Background: an optimization exercise with open tools, aiming at small area. Do not read the settings as production practice.
At most, simulation tests tie the RTL to the original design; equivalence was not proved.
Only the layout flow was run in runs 3 and 4; the RTL was not checked for function there.
Power is estimated from default activity; no workload was simulated.

--- flow/design.v ---
module yuv_line_ram #(
parameter DEPTH = 8
)
(
input  wire                  clk,
input  wire                  sh_e,      
input  wire                  hd_e,      
input  wire                  sh_o,      
input  wire                  hd_o,      
input  wire [23:0]           din,       
output wire [23:0]           head_e,
output wire [23:0]           head_o,
output wire [7:0]            next_ye    
);
localparam W = 24*DEPTH;
reg [W-1:0] ce;
reg [W-1:0] co;
always @(posedge clk)
begin
    ce <= ~((ce | {W{sh_e}}) & ({din, ce[W-1:24]} | {W{hd_e}}));
    co <= ~((co | {W{sh_o}}) & ({din, co[W-1:24]} | {W{hd_o}}));
end
assign head_e  = ce[23:0];
assign head_o  = co[23:0];
assign next_ye = ce[31:24];
endmodule
module YUV_2xy_scaler #(
parameter pix_per_clock     = 1,
parameter data_width        = 8,
parameter scaler_rate       = 2,
parameter out_pix_per_clock = 4,
parameter h_total           = 64,
parameter v_total           = 16
)
(
input wire clk_in                                   ,
input wire reset                                    ,
input wire[23:0] rdata                              ,
input wire rlast                                    ,
output reg rready                                   ,
input wire ruser                                    ,
input wire rvalid                                   ,
output reg[63:0] tdata                              ,
output reg tlast                                    ,
input wire tready                                   ,
output reg tuser                                    ,
output reg tvalid
);
always @ (posedge clk_in)
begin
    rready <= tready;
end
reg         rst_in;
reg         rst_in_dly1;
reg         rst_in_dly2;
always @ (posedge clk_in or posedge reset)
begin
    if (reset)
        rst_in_dly1    <= 1'b1;
    else
        rst_in_dly1    <= 1'b0;
end
always @ (posedge clk_in)
begin
    rst_in_dly2    <= rst_in_dly1;
    rst_in         <= rst_in_dly2 || ruser;
end
reg[5:0]    hc;
always @ (posedge clk_in)
begin
    if (rst_in)
        hc  <= 6'd0;
    else if (rlast)
        hc  <= 6'd1;
    else if (hc == 6'd38)
        hc  <= 6'd0;
    else if (hc != 6'd0)
        hc  <= hc + 1'b1;
end
localparam  RD_IDLE = 2'd0;
localparam  RD_C    = 2'd1;      
localparam  RD_S    = 2'd2;      
reg         rd_last;
reg         rd_last_dly1;
reg         rd_last_dly2;
reg[5:0]    rd_cnt;              
reg[1:0]    rd_state;
reg[1:0]    rd_state_dly;
reg[5:0]    r_addr;
reg         enb;
always @ (posedge clk_in)
begin
    if (rst_in)
        rd_cnt  <= 6'd0;
    else if (rd_cnt > (v_total << 1))
        rd_cnt  <= 6'd0;
    else if (rd_last_dly2)
        rd_cnt  <= rd_cnt + 1'b1;
end
always @ (posedge clk_in)
begin
    if (rst_in)
        rd_state    <= RD_IDLE;
    else
        case (rd_state)
            RD_IDLE:
                if (rd_cnt == (v_total << 1))
                    rd_state    <= RD_S;
                else if (hc == 6'd37 || hc == 6'd38)
                    rd_state    <= RD_C;
            RD_C:
                if (rd_last_dly2)
                    rd_state    <= RD_S;
            RD_S:
                if (rd_last_dly2)
                    rd_state    <= RD_IDLE;
            default:
                rd_state    <= RD_IDLE;
        endcase
end
always @ (posedge clk_in)
begin
    rd_state_dly    <= rd_state;
end
always @ (posedge clk_in)
begin
    if (rst_in)
        r_addr  <= 6'd0;
    else if (rd_state == RD_IDLE || rd_state_dly != rd_state)
        r_addr  <= 6'd0;
    else if (enb)
        r_addr  <= r_addr + 1'b1;
end
always @ (posedge clk_in)
begin
    if (rst_in)
        enb     <= 1'b0;
    else
        enb     <= (r_addr <= (h_total >> 1)) && (rd_state == RD_C || rd_state == RD_S);
end
always @ (posedge clk_in)
begin
    if (rst_in)
        rd_last <= 1'b0;
    else
        rd_last <= (r_addr == (h_total >> 1));
end
always @ (posedge clk_in)
begin
    rd_last_dly1    <= rd_last;
    rd_last_dly2    <= rd_last_dly1;
end
always @ (posedge clk_in)
begin
    if (rst_in)
        tuser   <= 1'b0;
    else
        tuser   <= (rd_cnt == 6'd1) && (r_addr == 6'd3);
end
always @ (posedge clk_in)
begin
    if (rst_in)
        tlast   <= 1'b0;
    else
        tlast   <= (rd_cnt != 6'd0) && rd_last_dly1;
end
reg         rsh;
reg         tvalid_pre;
always @ (posedge clk_in)
begin
    if (rst_in)
        begin
            rsh         <= 1'b0;
            tvalid_pre  <= 1'b0;
        end
    else
        begin
            rsh         <= enb && (r_addr >= 6'd2);
            tvalid_pre  <= enb && (r_addr >= 6'd2) && (rd_cnt != 6'd0);
        end
end
always @ (posedge clk_in)
begin
    tvalid  <= tvalid_pre;
end
reg         pol;
always @ (posedge clk_in)
begin
    if (rst_in_dly2)
        pol <= 1'b0;
    else
        pol <= ~pol;
end
reg[5:0]    wx;
always @ (posedge clk_in)
begin
    if (rst_in_dly2)
        wx  <= 6'd0;
    else if (rvalid)
        wx  <= wx + 1'b1;
end
wire[4:0]   rk = r_addr[4:0] - 5'd3;
wire        interp = (rd_state_dly == RD_C);
wire        rsh_nx  = !rst_in && enb && (r_addr >= 6'd2);
wire        ip_nx   = (rd_state == RD_C);
wire[4:0]   rk_nx   = r_addr[4:0] - 5'd2;
function [1:0] sec;
    input [1:0] quarter;
    sec = (quarter == 2'd0) ? 2'd0 : (quarter == 2'd3) ? 2'd2 : 2'd1;
endfunction
reg[2:0]    rd_q, rdn_q;
reg         sh_y, hd_y;
reg[2:0]    ksel;        
reg         kb1, kb2;    
reg         klast;       
integer j;
always @ (posedge clk_in)
begin
    for (j = 0; j < 3; j = j + 1)
        begin
            rd_q[j]     <=  (rsh_nx && ip_nx && sec(rk_nx[4:3]) == j);
            rdn_q[j]    <= !(rsh_nx && ip_nx && sec(rk_nx[4:3]) == j);
        end
    sh_y    <=  rsh_nx;
    hd_y    <= !rsh_nx;
    ksel    <= {sec(rk_nx[4:3]) == 2'd2, sec(rk_nx[4:3]) == 2'd1, sec(rk_nx[4:3]) == 2'd0};
    kb1     <= (rk_nx == 5'd7);
    kb2     <= (rk_nx == 5'd23);
    klast   <= (rk_nx == 5'd31);
end
wire[2:0]   wr_e, wr_o, sh_e, hd_e, sh_o, hd_o;
genvar q;
generate
for (q = 0; q < 3; q = q + 1)
    begin : g_en
        assign wr_e[q] = rvalid && (sec(wx[5:4]) == q) && !wx[0];
        assign wr_o[q] = rvalid && (sec(wx[5:4]) == q) &&  wx[0];
        assign sh_e[q] = rd_q[q] || wr_e[q];
        assign hd_e[q] = rdn_q[q] && !wr_e[q];
        assign sh_o[q] = rd_q[q] || wr_o[q];
        assign hd_o[q] = rdn_q[q] && !wr_o[q];
    end
endgenerate
wire[23:0]  din = rdata ^ {24{pol}};
wire[23:0]  qe [2:0];
wire[23:0]  qo [2:0];
wire[7:0]   qn [2:0];
generate
for (q = 0; q < 3; q = q + 1)
    begin : g_q
        yuv_line_ram #(.DEPTH(q == 1 ? 16 : 8)) u_q (
            .clk    (clk_in),
            .sh_e   (sh_e[q]),
            .hd_e   (hd_e[q]),
            .sh_o   (sh_o[q]),
            .hd_o   (hd_o[q]),
            .din    (din),
            .head_e (qe[q]),
            .head_o (qo[q]),
            .next_ye(qn[q])
        );
    end
endgenerate
reg[32*48-1:0] ych;
wire[23:0]  ae = !interp ? ych[23:0]  : ksel[0] ? qe[0] : ksel[1] ? qe[1] : qe[2];
wire[23:0]  ao = !interp ? ych[47:24] : ksel[0] ? qo[0] : ksel[1] ? qo[1] : qo[2];
wire[7:0]   an = !interp ? ych[55:48] : kb1 ? qe[1][7:0] : kb2 ? qe[2][7:0] :
                 ksel[0] ? qn[0] : ksel[1] ? qn[1] : qn[2];
always @ (posedge clk_in)
begin
    ych <= ~((ych | {1536{sh_y}}) & ({ao, ae, ych[32*48-1:48]} | {1536{hd_y}}));
end
function [63:0] pack;
    input [23:0] e;
    input [23:0] o;
    input [7:0]  n;
    input        last;
    input        p;
    reg [7:0] ye_i, yo_i;
    begin
        ye_i = (e[7:0] >> 1) + (o[7:0] >> 1) + p;
        yo_i = last ? ye_i : (o[7:0] >> 1) + (n >> 1) + p;
        pack = {o[23:16], yo_i, o[15:0], e[23:16], ye_i, e[15:0]};
    end
endfunction
wire[63:0]  aw = pack(ae, ao, an, klast, pol);
wire[63:0]  yw = pack(ych[23:0], ych[47:24], ych[55:48], klast, pol);
wire        cin = interp ? pol : yw[0];
always @ (posedge clk_in)
begin
    if (rst_in)
        tdata   <= 64'd0;
    else
        tdata   <= ((aw >> 1) + (yw >> 1) + cin) ^ {64{pol}};
end
endmodule
--- flow/flow/run.sh ---
#!/bin/bash
# The standard layout (the standard.sh: standard synthesis, floorplan,
# placement, CTS, routing, finish), with two settings changed:
# - clock tree: clkbuf_16 buffers with larger sink clusters and no dummy
#   loads (the tree is still built and balanced by TritonCTS);
# - port buffers: buf_1 cells (every port still gets a buffer).
set -euo pipefail
export CTS_ARGS="-sink_clustering_enable -repair_clock_nets -buf_list sky130_fd_sc_hd__clkbuf_16 -sink_clustering_size 30 -sink_clustering_max_diameter 80 -dont_use_dummy_load"
export BUFFER_PORTS_ARGS="-buffer_cell sky130_fd_sc_hd__buf_1"
bash standard.sh > standard.log 2>&1
--- flow/standard.sh ---
#!/bin/bash
# synth_recipe.tcl (not shown) runs the flow's synth.tcl, then flattens the netlist and writes it again
# the make line also repeats each setting of config.mk as NAME=value (left out here)
make -C /OpenROAD-flow-scripts/flow DESIGN_CONFIG=/design/flow/config.mk WORK_HOME=/design/flow/orfs CLKGATE_MAP_FILE= SYNTH_SCRIPT=/design/flow/synth_recipe.tcl "${@:-finish}"
--- flow/config.mk ---
export PLATFORM = sky130hd
export DESIGN_NAME = YUV_2xy_scaler
export DESIGN_NICKNAME = YUV_2xy_scaler
export VERILOG_FILES = /design/flow/design.v
export SDC_FILE = /design/flow/constraint.sdc
export NUM_CORES = 4
export LEC_CHECK = 0
export CAP_MARGIN = 20
export CORE_MARGIN = 2
export CORE_UTILIZATION = 50
export SLEW_MARGIN = 20
--- flow/constraint.sdc ---
create_clock -name core_clock -period 8.0 [get_ports {clk_in}]
set_input_delay 1.6000 -clock core_clock [delete_from_list [all_inputs] [get_ports {clk_in}]]
set_output_delay 1.6000 -clock core_clock [all_outputs]
set_load 0.01 [all_outputs]
==> results.yml, run 1 <==
critical_path:
  path_cells: "mux2i_1, nor2_1, a21oi_1, o21ai_0, ha_1, a21oi_1, o21bai_1, a21oi_1, o21bai_1, a21oi_1, inv_1, ha_1, and2_1, nand4_1, nor2_1, o211ai_2, a2111oi_4, o21ai_2, and2_4, o31a_1, o21ai_1, mux2_1"
  r2r_setup_slack_ns: 1.66
  cp_common_cell: "a21oi_1"
  max_stage_delay_ns: 0.82
  cp.depth: 22
  cp_max_fo: 34
  crit_type: "reg2reg"
  cp.arrival_ns: 6.96
  endpoint_kind: "register"
  rr_endpoint: "tdata[63]$_SDFF_PP0_"
  startpoint_type: "register"
  crit-reg2reg-launch: "ksel[1]$_DFF_P_"
  r2r_cells: 22
  cp.buffers_inverters: 1
  crit_start: "ksel[1]$_DFF_P_"
  critPathTopFamily: "compound AO/OA/AOI/OAI gates"
  endpoint: "tdata[63]$_SDFF_PP0_"
  crit_slowest_cell: "dfxtp_4"
  worstPathRequired_ns: 8.62
logic_synthesis:
  synthArstFlopShare_pct: 0.0313
  synth-seq-area-share_pct: 67.5
  synth-edff-count: 0
  ys_warn_count: 3
  syn_avg_cell_area_um2: 11.4
  synth_cells: 8328
  syn_area_um2: 94600
  synthFlopType: "dfxtp_1"
  synth-seq-cells: 3190
  yosysUniqueCellTypes: 66
cts:
  cts_resized: 0
  clockBufferDepth: 3
  clk_latency_ns: 0.82
  cts_tree: "yes"
  cts_hold_buf: 0
  post_cts_buffers: 0
  clk_pin_slew_ns: 0.08
  htree_levels: 4
  cts_sinks: 3190
  cts_buffers: 132
  root_buffer: "clkbuf_16"
placement:
  port_buffers: 97
  dp_hpwl_um: 127000
  place.gp.congestion: 0.851
detailed_routing:
  route.detailed.drc: 0
  drt_wl_total_um: 204000
  routedWlPerCell_um: 19.7
  viasPerCell: 5.92
  ant_nets: 0
  drt-initial-drc-count: 4661
  drt_first_pass_iters: 5
  via_count: 61327
timing:
  rsz0062_at_grt: "false"
  holdWs_ns: 0.333
  fin_setup_tns_ns: 0
  fin_skew_ns: 0.0870
  setup_viol: 0
  slew_headroom_pct: 19.5
  fin_crit_sh_pct: 79.3
  final_period_minus_worst_setup_slack_ns: 6.34
  drv_slew: 0
  hold_viol_final: 0
  clock.fmax_ghz: 0.158
  worst_slew_pin_slew_ns: 1.20
die:
  die_x_um: 439
  rows: 159
  die_h_um: 439
  core_area_um2: 188000
  io_pins: 98
  dieArea_um2: 193000
  start_util_pct: 50.4
global_routing:
  grt_max_degree: 293
  antenna_found_initial: 4
  first_global_vias: 56079
  grt_pass1_wl_um: 320000
  grt.total_usage_pct: 20.4
  gr-total-overflow: 0
layout:
  antenna_cells: 0
  regArea_um2: 63900
  drive_gt1_share_pct: 3.35
  nets: 8007
  multiInputGateArea_um2: 27900
  syn2layout_area_growth_pct: 5.31
  fill_cells: 16506
  fin_util_pct: 53.0
pwr:
  ir_worst_vdd_v: 0.000210
  p_leak_nw: 37.5
  power_density_nw_per_um2: 265
job:
  max_cap_viol_count: 0
status:
  outcome: "finished clean"
min_path:
  holdCritPathClass: "reg2reg"
[area by class of cell]
class | instances | share of cell area, %
flip-flops and latches | 3190 | 64.1
multi-input cells | 4299 | 28.0
clock buffers | 132 | 3.32
well taps | 2495 | 3.13
repair buffers | 167 | 1.17
inverters | 70 | 0.264
[kinds of logic (layout without fill, tap and decap cells)]
family / Yosys count / in the layout / synth area share (%)
compound gates: 3500 / 3500 / 23.1
buf+inv: 839 / 369 / 3.33
xor+xnor: 180 / 180 / 1.67
simple gates: 436 / 436 / 2.03
other cells: 1 / 1 / 0.00396
mux: 65 / 65 / 0.692
flops: 3190 / 3190 / 67.5
fa+ha+maj: 117 / 117 / 1.63
[where the power goes]
group / internal [mW] / switching (mW) / leakage [nW]
registers: 17.2 / 0.748 / 28.5
logic: 0.482 / 0.529 / 7.39
clock network: 2.98 / 4.53 / 1.63
total: 20.6 / 5.81 / 37.5
[flip-flops by register name, indices dropped and copies added, names as in the netlist, 3 cells and up]
| name | cells |
|---|---|
| ych | 1536 |
| g_q.u_q.ce | 768 |
| g_q.u_q.co | 768 |
| tdata | 64 |
| hc | 6 |
| r_addr | 6 |
| rd_cnt | 6 |
| wx | 6 |
| rd_q | 3 |
| rdn_q | 3 |
[cells in the final DEF (no fill, tap or decap), types with 4 or more instances in the layout]
cell type,count
o21bai_1,26
buf_1,97
ha_1,107
clkbuf_16,132
a41oi_1,4
mux2i_1,62
o21a_1,9
or2_2,4
dfxtp_4,5
a221o_1,4
nand4_1,19
buf_12,16
and2_4,4
xor2_1,51
nor3_1,10
and2_1,8
a21o_1,48
dfxtp_1,3183
a31oi_1,11
o2111ai_1,4
nand2_1,127
buf_4,49
o22ai_1,3072
inv_1,70
nand3_1,32
nor4_1,5
xnor2_1,106
nor2b_1,8
o21ai_0,103
nor2_1,183
o31ai_1,4
a21oi_1,165
or4_1,5
or3_1,11
xor2_2,21
fa_1,10
a211oi_1,7
and3_1,10
[cells in the mapped netlist (3+ instances only)]
cell / count / share of area (%)
xnor2_1: 106 / 0.98
a221oi_1: 3 / 0.028
o21ai_0: 104 / 0.55
nand4_1: 19 / 0.13
a21o_1: 51 / 0.40
and3_1: 10 / 0.066
o21bai_1: 26 / 0.21
or2_2: 4 / 0.026
nand2_1: 127 / 0.50
a211oi_1: 7 / 0.056
buf_1: 52 / 0.21
fa_1: 10 / 0.21
and2_1: 8 / 0.053
xor2_1: 74 / 0.69
a41oi_1: 4 / 0.037
or4_1: 5 / 0.040
clkbuf_1: 715 / 2.8
nor2_1: 183 / 0.73
nor4_1: 5 / 0.033
o31ai_1: 4 / 0.032
ha_1: 107 / 1.4
inv_1: 70 / 0.28
nor3_1: 10 / 0.053
and4_1: 3 / 0.028
a221o_1: 4 / 0.042
mux2i_1: 62 / 0.66
o21a_1: 9 / 0.071
or3_1: 11 / 0.073
o2111ai_1: 4 / 0.037
o22ai_1: 3072 / 20
nor2b_1: 8 / 0.053
a31oi_1: 12 / 0.079
nand3_1: 32 / 0.17
a21oi_1: 166 / 0.88
o21ai_2: 3 / 0.028
dfxtp_1: 3189 / 67
nand2b_1: 5 / 0.033
[through the flow]
step	area (um2)	setup WS [ns]	cells	total power [mW]
2_1_floorplan	94600	2.52	8328	18.8
3_3_place_gp	96200	1.78	10217	19.2
3_5_place_dp	96200	1.73	10218	19.3
4_1_cts	99500	1.65	10350	26.7
5_1_grt	99600	1.14	10353	27.5
6_report	99600	1.66	10353	26.4
[metal layers]
| metal | GRT usage [%] | vias up | routed length [um] |
|---|---|---|---|
| met3 | 2.44 | 224 | 5670 |
| li1 | - | 30844 | - |
| met5 | 0 | - | 0 |
| met4 | 5.67 | 0 | 5230 |
| met1 | 29.0 | 29555 | 99100 |
| met2 | 32.8 | 704 | 94000 |
[worst min path at each step]
stage / from / to / cells after the start / slack (ns)
3_3_place_gp: rd_last$_SDFF_PP0_ / rd_last_dly1$_DFF_P_ / 0 / 0.31
4_1_cts: rd_last$_SDFF_PP0_ / rd_last_dly1$_DFF_P_ / 0 / 0.33
5_1_grt: rd_last$_SDFF_PP0_ / rd_last_dly1$_DFF_P_ / 0 / 0.35
3_5_place_dp: rd_last$_SDFF_PP0_ / rd_last_dly1$_DFF_P_ / 0 / 0.31
6_report: rd_last$_SDFF_PP0_ / rd_last_dly1$_DFF_P_ / 0 / 0.33
2_1_floorplan: rd_last$_SDFF_PP0_ / rd_last_dly1$_DFF_P_ / 0 / 0.31
==> run 2, diff against run 1 <==
--- a/flow/design.v
+++ b/flow/design.v
@@ -166,3 +166,2 @@
 end
-reg         rsh;
 reg         tvalid_pre;
@@ -171,11 +170,5 @@
     if (rst_in)
-        begin
-            rsh         <= 1'b0;
-            tvalid_pre  <= 1'b0;
-        end
-    else
-        begin
-            rsh         <= enb && (r_addr >= 6'd2);
-            tvalid_pre  <= enb && (r_addr >= 6'd2) && (rd_cnt != 6'd0);
-        end
+        tvalid_pre  <= 1'b0;
+    else
+        tvalid_pre  <= enb && (r_addr >= 6'd2) && (rd_cnt != 6'd0);
 end
@@ -201,3 +194,2 @@
 end
-wire[4:0]   rk = r_addr[4:0] - 5'd3;
 wire        interp = (rd_state_dly == RD_C);
@@ -212,3 +204,3 @@
 reg         sh_y, hd_y;
-reg[2:0]    ksel;        
+reg[1:0]    ksel;        
 reg         kb1, kb2;    
@@ -225,3 +217,3 @@
     hd_y    <= !rsh_nx;
-    ksel    <= {sec(rk_nx[4:3]) == 2'd2, sec(rk_nx[4:3]) == 2'd1, sec(rk_nx[4:3]) == 2'd0};
+    ksel    <= {sec(rk_nx[4:3]) == 2'd1, sec(rk_nx[4:3]) == 2'd0};
     kb1     <= (rk_nx == 5'd7);
--- a/flow/flow/run.sh
+++ b/flow/flow/run.sh
@@ -7,3 +7,3 @@
 set -euo pipefail
-export CTS_ARGS="-sink_clustering_enable -repair_clock_nets -buf_list sky130_fd_sc_hd__clkbuf_16 -sink_clustering_size 30 -sink_clustering_max_diameter 80 -dont_use_dummy_load"
+export CTS_ARGS="-sink_clustering_enable -repair_clock_nets -buf_list sky130_fd_sc_hd__clkbuf_16 -sink_clustering_size 34 -sink_clustering_max_diameter 80 -dont_use_dummy_load"
 export BUFFER_PORTS_ARGS="-buffer_cell sky130_fd_sc_hd__buf_1"
--- a/flow/config.mk
+++ b/flow/config.mk
@@ -7,5 +7,5 @@
 export LEC_CHECK = 0
-export CAP_MARGIN = 20
+export CAP_MARGIN = 5
 export CORE_MARGIN = 2
 export CORE_UTILIZATION = 50
-export SLEW_MARGIN = 20
+export SLEW_MARGIN = 5
==> run 2 against run 1 <==
Net effect: still clean on timing, DRC and antenna; power about the same; clock skew increased by 0.010 ns; die area increased by 0.26%; sequential cell count unchanged; cell area increased by 0.15%; sequential share of layout area decreased by 0.097 points; final cell count increased by 0.60%.
==> results.yml, run 2 <==
detailed_routing:
  via_count: 61587
  drt_first_pass_iters: 6
  routedWlPerCell_um: 19.6
  drt-initial-drc-count: 4329
  ant_nets: 0
  viasPerCell: 5.91
  drt_wl_total_um: 204000
  route.detailed.drc: 0
logic_synthesis:
  synthFlopType: "dfxtp_1"
  synth-seq-cells: 3190
  syn_avg_cell_area_um2: 11.3
  yosysUniqueCellTypes: 77
  synthArstFlopShare_pct: 0.0313
  synth.largest_area_cell: "dfxtp_1"
  ys_warn_count: 3
  synth.area.top_cells: "dfxtp_1, o22ai_1, clkbuf_1"
  syn_area_um2: 94800
  yosysMostFrequentCell: "dfxtp_1"
  synth-seq-area-share_pct: 67.3
  synth_commonest_cells: "dfxtp_1, o22ai_1, clkbuf_1, nor2_1, a21oi_1"
  synth-edff-count: 0
  synth_cells: 8395
  synth_top_area_share_pct: 67.3
timing:
  slew_headroom_pct: 13.9
  fin_setup_tns_ns: 0
  fin_skew_ns: 0.0974
  rsz0062_at_grt: "false"
  setup_viol: 0
  final_period_minus_worst_setup_slack_ns: 6.11
  hold_viol_final: 0
  worst_slew_pin_slew_ns: 1.29
  setup_ws_ns: 1.89
  fin_crit_sh_pct: 76.4
  drv_slew: 0
  clock.fmax_ghz: 0.164
layout:
  largest_register_ffs: 1536
  final_common_cell: "dfxtp_1"
  final_cell_mix: "dfxtp_1, o22ai_1, nor2_1"
  syn2layout_area_growth_pct: 5.19
  nets: 8064
  top_register: "ych"
  reg_top3: "ych: 1536 flops, g_q.u_q.ce: 768 flops, g_q.u_q.co: 768 flops"
  drive_gt1_share_pct: 3.21
placement:
  place.gp.congestion: 0.892
  detailedPlace.worstSlack_ns: 1.93
  port_buffers: 97
  dp_hpwl_um: 127000
global_routing:
  gr-total-overflow: 0
  grt_max_degree: 266
  first_global_vias: 55857
  grt_pass1_wl_um: 320000
  antenna_found_initial: 8
  grt.total_usage_pct: 20.4
critical_path:
  crit_type: "reg2reg"
  critPathTopFamily: "compound AO/OA/AOI/OAI gates"
  cp_max_fo: 33
  max_stage_delay_ns: 0.82
  cp.arrival_ns: 6.77
  path_cells: "mux2i_1, nor2_1, a21oi_1, o21ai_0, fa_1, inv_1, fa_1, inv_1, a21o_1, a21oi_1, o21bai_1, a21oi_1, xnor2_1, ha_1, and3_1, a221o_1, a21bo_1, o211a_1, o21ai_1, nand3_1, a41oi_1, mux2_1"
  r2r_setup_slack_ns: 1.89
  cp.buffers_inverters: 2
  crit_slowest_cell: "dfxtp_4"
  worstPathRequired_ns: 8.65
  cp_common_cell: "a21oi_1"
  startpoint_type: "register"
  endpoint_kind: "register"
pwr:
  p_leak_nw: 37.3
  power_density_nw_per_um2: 265
  ir_worst_vdd_v: 0.000205
cts:
  clockBufferDepth: 3
  root_buffer: "clkbuf_16"
  cts_resized: 0
  cts_tree: "yes"
  clk_latency_ns: 0.83
  post_cts_buffers: 0
  cts_hold_buf: 0
  cts_buffers: 133
  clk_pin_slew_ns: 0.11
  cts_sinks: 3190
  htree_levels: 4
status:
  outcome: "finished clean"
min_path:
  holdCritPathClass: "reg2reg"
die:
  rows: 159
  io_pins: 98
  core_area_um2: 188000
  start_util_pct: 50.4
  die_x_um: 440
  die_h_um: 440
  dieArea_um2: 193000
job:
  max_cap_viol_count: 0
## run 2: cell count changes after synthesis, sizes merged, moves of 7 or more
cell / before / now
nand2b: 5 / 16
nand4: 19 / 29
xnor2: 106 / 98
clkbuf: 715 / 706
a21oi: 167 / 195
nand2: 127 / 139
nor2: 183 / 204
a21o: 51 / 30
buf: 54 / 64
o21ai: 109 / 127
nor3: 10 / 17
nand3: 32 / 24
nor2b: 8 / 17
## run 2: power by group
part,switching (mW),total (mW),internal (mW)
clock network,4.51,7.51,3.00
registers,0.758,17.9,17.2
logic,0.525,1.00,0.478
## run 2: cell families (layout without fill, tap and decap cells)
kind of cell / Yosys count / count (layout) / share of synthesized area [%]
buffers and inverters: 841 / 361 / 3.33
other: 1 / 6 / 0.00395
adder cells (fa/ha/maj): 117 / 117 / 1.62
XOR/XNOR: 173 / 173 / 1.60
flip-flops: 3190 / 3190 / 67.3
multiplexers: 72 / 72 / 0.774
AND/OR/NAND/NOR: 486 / 486 / 2.29
AO/OA/AOI/OAI: 3515 / 3515 / 23.0
## run 2: layer usage
| layer | global-route usage, % | wire [um] | vias to the layer above |
|---|---|---|---|
| li1 | - | - | 31035 |
| met1 | 29.6 | 101000 | 29601 |
| met2 | 31.4 | 91400 | 705 |
| met3 | 2.40 | 5460 | 246 |
| met4 | 6.82 | 6490 | 0 |
| met5 | 0 | 0 | - |
## run 2: stage by stage
step                total power, mW  utilization [%]  cells  instance area [um2]  hold WS [ns]
finish                         26.4             53.0  10415                99800         0.331
CTS                            26.7             53.0  10410                99800         0.333
detailed placement             19.3             51.2  10277                96400         0.316
global placement               19.2             51.2  10276                96400         0.316
floorplan                      18.8                -   8395                94800         0.310
global route                   27.5             53.0  10413                99800         0.338
## run 2: path summary, 6_finish.rpt
kind | start | to | cells past startpoint
max | ksel[1]$_DFF_P_ | tdata[62]$_SDFF_PP0_ | 22
min | rd_last$_SDFF_PP0_ | rd_last_dly1$_DFF_P_ | 0
max reg2reg | ksel[1]$_DFF_P_ | tdata[62]$_SDFF_PP0_ | 22
min reg2reg | rd_last$_SDFF_PP0_ | rd_last_dly1$_DFF_P_ | 0
max in group asynchronous | reset | rst_in_dly1$_DFF_PP1_ | 2
min in group asynchronous | reset | rst_in_dly1$_DFF_PP1_ | 2
## run 2: area by class of cell
class	instances	area [um2]
fill	16572	88400
inverter	71	267
multi-input combinational	4364	28100
antenna	5	12.5
sequential	3190	63900
clock buffer	133	3330
tap	2495	3120
timing repair buffer	157	1060
==> run 3, diff against run 2 <==
--- a/flow/design.v
+++ b/flow/design.v
@@ -166,2 +166,3 @@
 end
+reg         rsh;
 reg         tvalid_pre;
@@ -170,5 +171,11 @@
     if (rst_in)
-        tvalid_pre  <= 1'b0;
+        begin
+            rsh         <= 1'b0;
+            tvalid_pre  <= 1'b0;
+        end
     else
-        tvalid_pre  <= enb && (r_addr >= 6'd2) && (rd_cnt != 6'd0);
+        begin
+            rsh         <= enb && (r_addr >= 6'd2);
+            tvalid_pre  <= enb && (r_addr >= 6'd2) && (rd_cnt != 6'd0);
+        end
 end
@@ -181,6 +188,3 @@
 begin
-    if (rst_in_dly2)
-        pol <= 1'b0;
-    else
-        pol <= ~pol;
+    pol <= ~pol;
 end
@@ -194,2 +198,3 @@
 end
+wire[4:0]   rk = r_addr[4:0] - 5'd3;
 wire        interp = (rd_state_dly == RD_C);
@@ -204,3 +209,3 @@
 reg         sh_y, hd_y;
-reg[1:0]    ksel;        
+reg[2:0]    ksel;        
 reg         kb1, kb2;    
@@ -217,3 +222,3 @@
     hd_y    <= !rsh_nx;
-    ksel    <= {sec(rk_nx[4:3]) == 2'd1, sec(rk_nx[4:3]) == 2'd0};
+    ksel    <= {sec(rk_nx[4:3]) == 2'd2, sec(rk_nx[4:3]) == 2'd1, sec(rk_nx[4:3]) == 2'd0};
     kb1     <= (rk_nx == 5'd7);
@@ -269,7 +274,6 @@
     input        last;
-    input        p;
     reg [7:0] ye_i, yo_i;
     begin
-        ye_i = (e[7:0] >> 1) + (o[7:0] >> 1) + p;
-        yo_i = last ? ye_i : (o[7:0] >> 1) + (n >> 1) + p;
+        ye_i = (e[7:0] >> 1) + (o[7:0] >> 1);
+        yo_i = last ? ye_i : (o[7:0] >> 1) + (n >> 1);
         pack = {o[23:16], yo_i, o[15:0], e[23:16], ye_i, e[15:0]};
@@ -277,5 +281,36 @@
 endfunction
-wire[63:0]  aw = pack(ae, ao, an, klast, pol);
-wire[63:0]  yw = pack(ych[23:0], ych[47:24], ych[55:48], klast, pol);
-wire        cin = interp ? pol : yw[0];
+wire[63:0]  aw = pack(ae ^ {24{pol}}, ao ^ {24{pol}}, an ^ {8{pol}}, klast);
+wire[63:0]  yw = pack(ych[23:0] ^ {24{pol}}, ych[47:24] ^ {24{pol}}, ych[55:48] ^ {8{pol}}, klast);
+wire[62:0]  opa = aw[63:1];
+wire[62:0]  opb = yw[63:1];
+wire        cin = !interp && yw[0];
+function [21:0] rca;     
+    input [20:0] a;
+    input [20:0] b;
+    input        c;
+    input integer n;
+    integer i;
+    reg   [21:0] r;
+    reg          k;
+    begin
+        r = 22'd0;
+        k = c;
+        for (i = 0; i < 21; i = i + 1)
+            if (i < n)
+                begin
+                    r[i] = a[i] ^ b[i] ^ k;
+                    k    = (a[i] & b[i]) | (k & (a[i] ^ b[i]));
+                end
+        r[21] = k;
+        rca = r;
+    end
+endfunction
+wire[21:0]  s0  = rca(opa[20:0],  opb[20:0],  cin,  21);
+wire[21:0]  s10 = rca(opa[41:21], opb[41:21], 1'b0, 21);
+wire[21:0]  s11 = rca(opa[41:21], opb[41:21], 1'b1, 21);
+wire[21:0]  s1  = s0[21] ? s11 : s10;
+wire[21:0]  s20 = rca(opa[62:42], opb[62:42], 1'b0, 21);
+wire[21:0]  s21 = rca(opa[62:42], opb[62:42], 1'b1, 21);
+wire[21:0]  s2  = s1[21] ? s21 : s20;
+wire[63:0]  sum = {s2[21:0], s1[20:0], s0[20:0]};
 always @ (posedge clk_in)
@@ -285,3 +320,3 @@
     else
-        tdata   <= ((aw >> 1) + (yw >> 1) + cin) ^ {64{pol}};
+        tdata   <= sum;
 end
==> flow/run.sh (new file) <==
#!/bin/bash
# synth_recipe.tcl (not shown) runs the flow's synth.tcl, then flattens the netlist and writes it again
# the make line also repeats each setting of config.mk as NAME=value (left out here)
make -C /OpenROAD-flow-scripts/flow DESIGN_CONFIG=/design/flow/config.mk WORK_HOME=/design/flow/orfs CLKGATE_MAP_FILE= SYNTH_SCRIPT=/design/flow/synth_recipe.tcl finish
--- a/flow/config.mk
+++ b/flow/config.mk
@@ -7,5 +7,8 @@
 export LEC_CHECK = 0
-export CAP_MARGIN = 5
+export CAP_MARGIN = 20
 export CORE_MARGIN = 2
 export CORE_UTILIZATION = 50
-export SLEW_MARGIN = 5
+export CTS_BUF_LIST = sky130_fd_sc_hd__clkbuf_16
+export CTS_CLUSTER_DIAMETER = 80
+export CTS_CLUSTER_SIZE = 24
+export SLEW_MARGIN = 20
removed: flow/flow/run.sh
removed: flow/standard.sh
==> run 3 against run 2 <==
Net effect: the layout now fails its checks (setup timing); synthesized area down 1.1%; critical path depth up 55; combinational power about the same; via count down 3.1%; sequential share of layout area down 1.7 points; final cell count down 1.2%; critical path type unchanged; critical endpoint unchanged.
==> results.yml, run 3 <==
logic_synthesis:
  yosysMostFrequentCell: "dfxtp_1"
  synth_xor_area_share_pct: 1.61
  synth.largest_area_cell: "dfxtp_1"
  synth_cells: 7886
  synth_commonest_cells: "dfxtp_1, o22ai_1, clkbuf_1, buf_2, xor2_1"
  yosys.area_share.simple_pct: 1.51
  synth_fa_ha_area_share_pct: 2.09
  syn_area_um2: 93800
  synth.area.top_cells: "dfxtp_1, o22ai_1, clkbuf_1"
  syn_avg_cell_area_um2: 11.9
  synth_top_family_by_area: "compound AO/OA/AOI/OAI gates"
  synth-seq-cells: 3190
  yosysUniqueCellTypes: 68
  synth_top_area_share_pct: 68.1
  ys_warn_count: 3
  synthArstFlopShare_pct: 0.0313
  synthFlopType: "dfxtp_1"
  synth_compound_area_share_pct: 21.7
  synth-edff-count: 0
  muxShareOfSynthArea_pct: 1.33
  synth-seq-area-share_pct: 68.1
die:
  dieArea_um2: 191000
  io_pins: 98
  die_h_um: 437
  start_util_pct: 50.5
  rows: 158
  core_area_um2: 186000
  die_x_um: 437
layout:
  stdcell_count: 10295
  syn2layout_area_growth_pct: 9.31
  final_cell_mix: "dfxtp_1, o22ai_1, buf_4"
  largest_register_ffs: 1536
  multiInputGateArea_um2: 26900
  fill_cells: 15913
  antenna_cells: 0
  nets: 7937
  regArea_um2: 63900
  final_common_cell: "dfxtp_1"
  top_register: "ych"
  reg_top3: "ych: 1536 flops, g_q.u_q.ce: 768 flops, g_q.u_q.co: 768 flops"
  fin_util_pct: 55.2
  drive_gt1_share_pct: 9.39
timing:
  rsz0062_at_grt: "true"
  holdWs_ns: 0.338
  setup_viol: 45
  setup_ws_ns: -15.31
  drv_slew: 0
  slew_headroom_pct: 16.0
  fin_skew_ns: 0.0527
  worst_slew_pin_slew_ns: 1.26
  fin_crit_sh_pct: 291
  final_period_minus_worst_setup_slack_ns: 23.31
  clock.fmax_ghz: 0.0429
  hold_viol_final: 0
critical_path:
  crit_slowest_cell: "fa_2"
  cp_max_fo: 4
  startpoint_type: "register"
  cp.arrival_ns: 24.01
  crit_type: "reg2reg"
  endpoint_kind: "register"
  max_stage_delay_ns: 0.44
  worstPathRequired_ns: 8.70
  cp_common_cell: "fa_2"
detailed_routing:
  viasPerCell: 5.80
  routedWlPerCell_um: 19.5
  drt-initial-drc-count: 4296
  drt_first_pass_iters: 5
  via_count: 59668
  drt_wl_total_um: 200000
  route.detailed.drc: 0
  ant_nets: 0
min_path:
  holdCritPathClass: "reg2reg"
global_routing:
  grt_pass1_wl_um: 316000
  antenna_found_initial: 3
  first_global_vias: 54891
  gr-total-overflow: 0
  grt_max_degree: 255
  grt.total_usage_pct: 20.3
cts:
  clockBufferDepth: 3
  cts_sinks: 3190
  htree_levels: 4
  cts_tree: "yes"
  clk_latency_ns: 0.83
  cts_buffers: 156
  clk_pin_slew_ns: 0.10
  root_buffer: "clkbuf_16"
pwr:
  ir_worst_vdd_v: 0.000268
  power_density_nw_per_um2: 267
  totalPowerFinal_mw: 27.4
  p_leak_nw: 39.1
status:
  so_faults: "setup timing"
  outcome: "finished with violations"
placement:
  dp_hpwl_um: 124000
  detailedPlace.worstSlack_ns: -15.59
  dp.cells: 10106
  port_buffers: 97
  place.gp.congestion: 0.874
job:
  max_cap_viol_count: 0
run 3: cell count changes in the layout (fill, tap and decap cells not counted), sizes merged, moves of 24 or more:
| cell | previous run | this run |
|---|---|---|
| a21oi | 195 | 19 |
| buf | 157 | 386 |
| clkbuf | 133 | 159 |
| clkdlybuf4s50 | 0 | 97 |
| fa | 10 | 65 |
| ha | 107 | 53 |
| mux2 | 8 | 46 |
| nand2 | 139 | 65 |
| nor2 | 204 | 53 |
| nor2b | 17 | 65 |
| o21ai | 127 | 73 |
| o21bai | 27 | 3 |
run 3: repair_timing:
| item | in CTS | in global routing |
|---|---|---|
| hold buffers | 0 | 0 |
| pin swaps | 5 | 3 |
| gates resized for setup | 7 | 12 |
| buffers inserted | 3 | 3 |
| endpoints found under the setup margin | 45 | 46 |
run 3: worst paths after layout:
check	startpoint	end	slack [ns]	cells past startpoint
setup / recovery	ksel[1]$_DFF_P_	tdata[62]$_SDFF_PP0_	-15.31	77
hold reg to reg	tvalid_pre$_SDFF_PP0_	tvalid$_DFF_P_	0.34	0
setup reg to reg	ksel[1]$_DFF_P_	tdata[62]$_SDFF_PP0_	-15.31	77
hold / removal	tvalid_pre$_SDFF_PP0_	tvalid$_DFF_P_	0.34	0
min in group asynchronous	reset	rst_in_dly1$_DFF_PP1_	1.08	2
max in group asynchronous	reset	rst_in_dly1$_DFF_PP1_	6.90	2
run 3: cell families after synthesis:
| group | Yosys count |
|---|---|
| flip-flops | 3190 |
| AO/OA/AOI/OAI | 3244 |
| other | 1 |
| XOR/XNOR | 172 |
| buffers and inverters | 778 |
| AND/OR/NAND/NOR | 264 |
| multiplexers | 119 |
| adder cells (fa/ha/maj) | 118 |
run 3: critical path, delay by kind of cell, from the launching register on:
family / cells / cell delay (ns)
mux: 2 / 0.41
fa+ha+maj: 61 / 21.17
buf+inv: 8 / 0.53
xor+xnor: 1 / 0.15
flops: 1 / 0.38
compound gates: 3 / 0.30
simple gates: 2 / 0.17
run 3: layer usage:
metal	vias up	track usage (%)	wire [um]	part of all wire, %
met5	-	0	0	0
met3	194	2.42	5210	2.6
li1	30038	-	-	-
met4	0	4.62	3830	1.9
met1	28755	30.9	103000	51
met2	681	30.6	88300	44
run 3: cell type report:
cell class / instances / share of cell area, %
Timing Repair Buffer: 483 / 3.98
Clock buffer: 159 / 3.88
Sequential cell: 3190 / 62.3
Tap cell: 2480 / 3.03
Inverter: 40 / 0.149
Multi-Input combinational cell: 3918 / 26.3
Clock inverter: 25 / 0.352
run 3: report_power, final:
part | leakage, nW | switching, mW | internal, mW
Combinational | 8.50 | 0.417 | 0.551
Clock | 2.14 | 4.83 | 3.73
Sequential | 28.5 | 0.733 | 17.1
Total | 39.1 | 5.98 | 21.4
run 3: stage by stage:
stage,area [um2],TNS (ns)
finish,103000,-355.29
global route,103000,-369.32
CTS,102000,-360.12
detailed placement,98000,-358.92
global placement,98000,-358.54
floorplan,94000,-316.37
==> run 4, diff against run 3 <==
--- a/flow/design.v
+++ b/flow/design.v
@@ -286,29 +286,9 @@
 wire        cin = !interp && yw[0];
-function [21:0] rca;     
-    input [20:0] a;
-    input [20:0] b;
-    input        c;
-    input integer n;
-    integer i;
-    reg   [21:0] r;
-    reg          k;
-    begin
-        r = 22'd0;
-        k = c;
-        for (i = 0; i < 21; i = i + 1)
-            if (i < n)
-                begin
-                    r[i] = a[i] ^ b[i] ^ k;
-                    k    = (a[i] & b[i]) | (k & (a[i] ^ b[i]));
-                end
-        r[21] = k;
-        rca = r;
-    end
-endfunction
-wire[21:0]  s0  = rca(opa[20:0],  opb[20:0],  cin,  21);
-wire[21:0]  s10 = rca(opa[41:21], opb[41:21], 1'b0, 21);
-wire[21:0]  s11 = rca(opa[41:21], opb[41:21], 1'b1, 21);
+wire[21:0]  s0, s10, s11, s20, s21;
+yuv_rca21 u_s0  (.a(opa[20:0]),  .b(opb[20:0]),  .ci(cin),  .s(s0));
+yuv_rca21 u_s10 (.a(opa[41:21]), .b(opb[41:21]), .ci(1'b0), .s(s10));
+yuv_rca21 u_s11 (.a(opa[41:21]), .b(opb[41:21]), .ci(1'b1), .s(s11));
+yuv_rca21 u_s20 (.a(opa[62:42]), .b(opb[62:42]), .ci(1'b0), .s(s20));
+yuv_rca21 u_s21 (.a(opa[62:42]), .b(opb[62:42]), .ci(1'b1), .s(s21));
 wire[21:0]  s1  = s0[21] ? s11 : s10;
-wire[21:0]  s20 = rca(opa[62:42], opb[62:42], 1'b0, 21);
-wire[21:0]  s21 = rca(opa[62:42], opb[62:42], 1'b1, 21);
 wire[21:0]  s2  = s1[21] ? s21 : s20;
@@ -323 +303,19 @@
 endmodule
+module yuv_rca21 (
+input  wire [20:0]  a,
+input  wire [20:0]  b,
+input  wire         ci,
+output wire [21:0]  s
+);
+wire[21:0]  c;
+assign c[0] = ci;
+genvar i;
+generate
+for (i = 0; i < 21; i = i + 1)
+    begin : g_fa
+        assign s[i]   = a[i] ^ b[i] ^ c[i];
+        assign c[i+1] = (a[i] & b[i]) | (c[i] & (a[i] ^ b[i]));
+    end
+endgenerate
+assign s[21] = c[21];
+endmodule
--- a/flow/config.mk
+++ b/flow/config.mk
@@ -14 +14,2 @@
 export SLEW_MARGIN = 20
+export SYNTH_HIERARCHICAL = 1
==> run 4 against run 3 <==
Net effect: still fails the layout checks on setup timing; count of clock-buffer cells in the layout grew 2; critical path depth shrank 34; die area grew 3.6%; global-route usage shrank 0.49 points; clock skew shrank 0.025 ns; cell area grew 1.2%; power grew 2.5%; wire length grew 0.66%; critical path type unchanged; largest cell class unchanged.
==> results.yml, run 4 <==
status:
  outcome: "finished with violations"
  so_faults: "setup timing"
cts:
  clockBufferDepth: 3
  cts_tree: "yes"
  clk_latency_ns: 0.83
  htree_levels: 4
  cts_hold_buf: 0
  cts_buffers: 158
  cts_sinks: 3190
  root_buffer: "clkbuf_16"
  clk_pin_slew_ns: 0.09
critical_path:
  max_stage_delay_ns: 0.45
  crit_slowest_cell: "dfxtp_4"
  cp_max_fo: 8
  worstPathRequired_ns: 8.74
  endpoint_kind: "register"
  startpoint_type: "register"
  cp.arrival_ns: 11.16
  crit_type: "reg2reg"
  cp_common_cell: "fa_2"
pwr:
  totalPowerFinal_mw: 28.1
  internal-power_mw: 21.8
  ir_worst_vdd_v: 0.000192
  p_sw_mw: 6.32
  pwr-share-seq_pct: 64.4
  comb_power_share_pct: 4.6
  clockPowerShare_pct: 31.0
  switching_share_pct: 22.5
  power_density_nw_per_um2: 271
  p_leak_nw: 39.7
layout:
  drive_gt1_share_pct: 8.59
  top_register: "ych"
  largest_register_ffs: 1536
  syn2layout_area_growth_pct: 6.70
  nets: 8149
  final_cell_mix: "dfxtp_1, o22ai_1, buf_4"
  fin_util_pct: 53.8
  reg_top3: "ych: 1536 flops, g_q.u_q.ce: 768 flops, g_q.u_q.co: 768 flops"
  fin_area_um2: 104000
  antenna_cells: 0
  final_common_cell: "dfxtp_1"
detailed_routing:
  route.detailed.drc: 0
  ant_nets: 0
  drt-initial-drc-count: 4781
  drt_first_pass_iters: 7
  routedWlPerCell_um: 19.2
  via_count: 60716
  drt_wl_total_um: 202000
  viasPerCell: 5.77
placement:
  dpl_cell_area_um2: 99000
  place.gp.congestion: 0.873
  dp_hpwl_um: 122000
  port_buffers: 97
die:
  core_area_um2: 193000
  die_x_um: 445
  dieArea_um2: 198000
  start_util_pct: 50.4
  rows: 161
  die_h_um: 445
  io_pins: 98
timing:
  fin_crit_sh_pct: 130
  drv_slew: 0
  hold_viol_final: 0
  setup_viol: 47
  final_period_minus_worst_setup_slack_ns: 10.42
  slew_headroom_pct: 11.9
  setup_ws_ns: -2.42
  clock.fmax_ghz: 0.0960
  rsz0062_at_grt: "true"
  fin_skew_ns: 0.0275
  worst_slew_pin_slew_ns: 1.32
global_routing:
  grt_pass1_wl_um: 321000
  antenna_found_initial: 3
  grt.total_usage_pct: 19.8
  first_global_vias: 56182
  grt_max_degree: 258
  gr-total-overflow: 0
job:
  max_cap_viol_count: 0
logic_synthesis:
  ys_warn_count: 9
  syn_avg_cell_area_um2: 11.7
  synth_cells: 8290
  syn_area_um2: 97200
min_path:
  holdCritPathClass: "reg2reg"
-- run 4: changes by cell type in the layout (fill, tap and decap cells not counted), sizes merged, moves of 33 or more --
| cell | previous run | this run |
|---|---|---|
| a21oi | 19 | 52 |
| buf | 386 | 324 |
| fa | 65 | 109 |
| inv | 55 | 114 |
| mux2 | 46 | 7 |
| nand2 | 65 | 250 |
-- run 4: power groups by stage --
stage / logic (mW) / registers (mW) / clock network (mW)
final: 1.29 / 18.1 / 8.71
after detailed placement: 1.28 / 18.4 / 0
after floorplan: 1.12 / 18.1 / 0
after global placement: 1.21 / 18.4 / 0
after CTS: 1.29 / 18.1 / 9.00
after global routing: 1.44 / 18.2 / 9.58
-- run 4: worst max-delay path, delay by kind of cell (launching register included) --
kind	cells	cell delay (ns)
fa+ha+maj	22	7.43
simple gates	3	0.34
compound gates	4	0.43
mux	3	0.52
flops	1	0.45
xor+xnor	2	0.27
buf+inv	9	0.88
-- run 4: layout make-up --
class / instances / area (um2)
Fill cell: 16496 / 89000
Clock inverter: 36 / 482
Sequential cell: 3190 / 63900
Inverter: 92 / 347
Tap cell: 2526 / 3160
Multi-Input combinational cell: 4097 / 28100
Timing Repair Buffer: 422 / 3720
Clock buffer: 161 / 4030
-- run 4: final timing paths --
kind,cells past startpoint,slack [ns],from,end
hold / removal,0,0.32,rd_last$_SDFF_PP0_,rd_last_dly1$_DFF_P_
hold reg to reg,0,0.32,rd_last$_SDFF_PP0_,rd_last_dly1$_DFF_P_
min in group asynchronous,2,1.06,reset,rst_in_dly1$_DFF_PP1_
setup reg to reg,43,-2.42,ksel[1]$_DFF_P_,tdata[58]$_SDFF_PP0_
setup / recovery,43,-2.42,ksel[1]$_DFF_P_,tdata[58]$_SDFF_PP0_
max in group asynchronous,2,6.92,reset,rst_in_dly1$_DFF_PP1_
-- run 4: timing repair --
| action | CTS | global route |
|---|---|---|
| pin swaps | 4 | 2 |
| resized for setup | 24 | 18 |
| setup endpoints to repair | 47 | 47 |
| cloned | 2 | 1 |
| setup buffers | 4 | 2 |
-- run 4: layer usage --
metal  routed length, um  track usage, %  vias up  share of wire (%)
li1                    -               -    30407                  -
met1              103000            29.9    29312                 51
met5                   0               0        -                  0
met2               88400            29.8      775                 44
met4                4930            5.59        0                2.4
met3                5700            2.30      222                2.8
-- run 4: metrics by stage --
| stage | hold slack [ns] | TNS [ns] | std cells | setup slack (ns) |
|---|---|---|---|---|
| 4_1_cts | 0.323 | -85.33 | 10521 | -2.44 |
| 3_3_place_gp | 0.313 | -84.37 | 10318 | -2.45 |
| 3_5_place_dp | 0.314 | -87.99 | 10318 | -2.60 |
| 5_1_grt | 0.343 | -99.75 | 10524 | -2.74 |
| 2_1_floorplan | 0.310 | -59.95 | 8293 | -1.73 |
| 6_report | 0.324 | -84.73 | 10524 | -2.42 |

## port drivers added, routing unchanged
The results above use ideal ports. As a check the final layouts listed here were re-extracted and re-timed, cells and wires unchanged. Step 1 assumes that a clkbuf_16 drives the clock port and a buf_2 every other input. Step 2 times the ports against the registers' clock, not the clock port: input delays grow and output delays shrink by t, the midpoint of the rising clock arrivals with the driver on. a / b / c = ideal / step 1 / step 2; a / b = the first two.
run | t, ns | setup WS [ns] | worst setup path at the end | worst register clock-pin slew, ns | pins driven straight from the clock port
run 1 | 0.866 | 1.656 / 1.656 / 1.656 | register to register | 0.11 / 0.11 | 1
run 2 | 0.858 | 1.885 / 1.885 / 1.885 | register to register | 0.12 / 0.12 | 1
run 3 | 0.897 | -15.307 / -15.307 / -15.307 | register to register | 0.10 / 0.10 | 1
run 4 | 0.909 | -2.417 / -2.417 / -2.417 | register to register | 0.10 / 0.10 | 1
